Background: an optimization exercise with open tools, aiming at small area. Do not read the settings as production practice.
Function was checked by simulation only, so behaviour that the tests miss may differ from the original.

## tetris_game
module tetris_game
( clk, rst_n,
  right, left, rotateR, down,
  hsync_out, vsync_out, red_out, green_out, blue_out,
  vga_blank, vga_sync, score
);
input clk;
input rst_n;
input right;
input left;
input rotateR;
input down;
output hsync_out;
output vsync_out;
output red_out;
output green_out;
output blue_out;
output vga_blank;
output vga_sync;
output [7:0] score;
wire move_right;
wire move_left;
wire rotate_r;
wire change;
reg rotate_dly;
reg change_dly;
debouncer_module U2 ( .clk(clk), .rst_n(rst_n), .key_in(right),   .key_out(move_right) );
debouncer_module U3 ( .clk(clk), .rst_n(rst_n), .key_in(left),    .key_out(move_left) );
debouncer_module U4 ( .clk(clk), .rst_n(rst_n), .key_in(rotateR), .key_out(rotate_r) );
debouncer_module U5 ( .clk(clk), .rst_n(rst_n), .key_in(down),    .key_out(change) );
always @ ( posedge clk or negedge rst_n )
  if( !rst_n )
    begin
      rotate_dly <= 1'b0;
      change_dly <= 1'b0;
    end
  else
    begin
      rotate_dly <= rotate_r;
      change_dly <= change;
    end
wire [5:0] hq;
wire [4:0] hp;
wire [9:0] cv;
wire hact;
wire vact;
game_sync_module U13
( .clk(clk), .rst_n(rst_n), .hq(hq), .hp(hp), .cv(cv), .hact(hact), .vact(vact),
  .hsync_out(hsync_out), .vsync_out(vsync_out) );
wire [139:0] mp;
wire [15:0] ms;
wire [15:0] hs;
wire [15:0] es;
wire [3:0] c;
wire [8:0] uq;
wire ig;
tetris_control_module U6
( .clk(clk), .rst_n(rst_n), .move_right(move_right), .move_left(move_left),
  .rotate_dly(rotate_dly), .change_dly(change_dly),
  ...
Size in the first run: about 620 flip-flops, about 32,000 sq um of cells after synthesis.
clock: 10.0 ns
lec_check: 0
cap_margin: 20
core_margin: 2
core_utilization: 25
place_density: 0.45
slew_margin: 20
standard.sh (not shown) runs the stock make flow with config.mk's settings and CLKGATE_MAP_FILE= SYNTH_SCRIPT=/design/flow/synth_recipe.tcl, a recipe that flattens the netlist after the stock synthesis.
==> flow/flow/run.sh <==
#!/bin/bash
# Own layout flow: the ORFS layout, with two changes:
#  - synthesis maps the logic with the ABC script in abc.script (area-oriented
#    &dch/&nf mapping) in place of ORFS's abc_area.script; everything else in
#    synthesis is the standard flow's own script (registers and their names are unchanged);
#  - layout knobs from knobs.mk.
# Each tool's full output is kept in a log file in this folder (make_*.log and
# ORFS's own logs under orfs/logs).
set -euo pipefail
W=$(pwd)
F=$W/flow
ORFS_RESULTS=$W/orfs/results/$FLOW_PLATFORM/tetris_game/base

# synthesis: ORFS's synth.tcl with our ABC script
grep -q '^  log_cmd abc {\*}\$abc_args$' "$FLOW_HOME/scripts/synth.tcl"
sed 's|^  log_cmd abc {\*}\$abc_args$|  set abc_args [lreplace $abc_args [expr {[lsearch -exact $abc_args -script] + 1}] [expr {[lsearch -exact $abc_args -script] + 1}] '"$F"'/abc.script]\n  log_cmd abc {*}$abc_args|' \
  "$FLOW_HOME/scripts/synth.tcl" > "$W/synth_own.tcl"
grep -q 'source $::env(SCRIPTS_DIR)/synth.tcl' "$W/synth_recipe.tcl"
sed "s|source \$::env(SCRIPTS_DIR)/synth.tcl|source $W/synth_own.tcl|" "$W/synth_recipe.tcl" > "$W/own_synth.tcl"

KNOBS=$(grep -v '^#' "$F/knobs.mk" | tr '\n' ' ')
make -C "$FLOW_HOME" DESIGN_CONFIG="$FLOW_CONFIG" WORK_HOME="$W/orfs" CLKGATE_MAP_FILE= \
  SYNTH_SCRIPT="$W/own_synth.tcl" $KNOBS finish > "$W/make_finish.log" 2>&1

: # left out here: write the final layout as DEF
==> flow/flow/abc.script <==
strash
&get -n
&fraig -x
&put
dc2
strash
&get -n
&dch -f
&nf -R 1000
&put
==> flow/flow/knobs.mk <==
CORE_UTILIZATION=50
PLACE_DENSITY=0.65
CORE_MARGIN=2
CAP_MARGIN=20
SLEW_MARGIN=20
CTS_BUF_LIST=sky130_fd_sc_hd__clkbuf_8
CTS_CLUSTER_SIZE=14
CTS_CLUSTER_DIAMETER=40
Next try:
==> flow/flow/knobs.mk (replaced) <==
CORE_UTILIZATION=50
PLACE_DENSITY=0.65
CORE_MARGIN=2
CAP_MARGIN=20
SLEW_MARGIN=20
CTS_BUF_LIST=sky130_fd_sc_hd__clkbuf_16
CTS_CLUSTER_SIZE=20
CTS_CLUSTER_DIAMETER=50
=> The new run went through all stages and came out clean. First-iteration DRC count came out lower slightly. Cell count went down slightly. Global-route usage barely changes.

[port drivers added, routing unchanged]
How much do the figures lean on ideal ports? The routed layouts below were timed once more, with nothing changed but the port constraints.
Step 1 assumes that a clkbuf_16 drives the clock port and a buf_2 every other input.
Step 2 times the ports against the registers' clock, not the clock port: input delays grow and output delays shrink by t, the midpoint of the rising clock arrivals with the driver on.
a / b / c = no drivers / after step 1 / after step 2; a / b = the first two.
run | t, ns | setup WS [ns] | hold WS [ns] | worst register clock-pin slew, ns | worst slew at a driven data input, ns
the first run | 0.820 | 2.332 / 2.332 / 2.332 | 0.358 / 0.358 / 0.358 | 0.09 / 0.09 | 0.05
the second run | 0.702 | 2.302 / 2.302 / 2.302 | 0.358 / 0.358 / 0.358 | 0.08 / 0.08 | 0.05
After both steps every run listed still meets setup and hold.
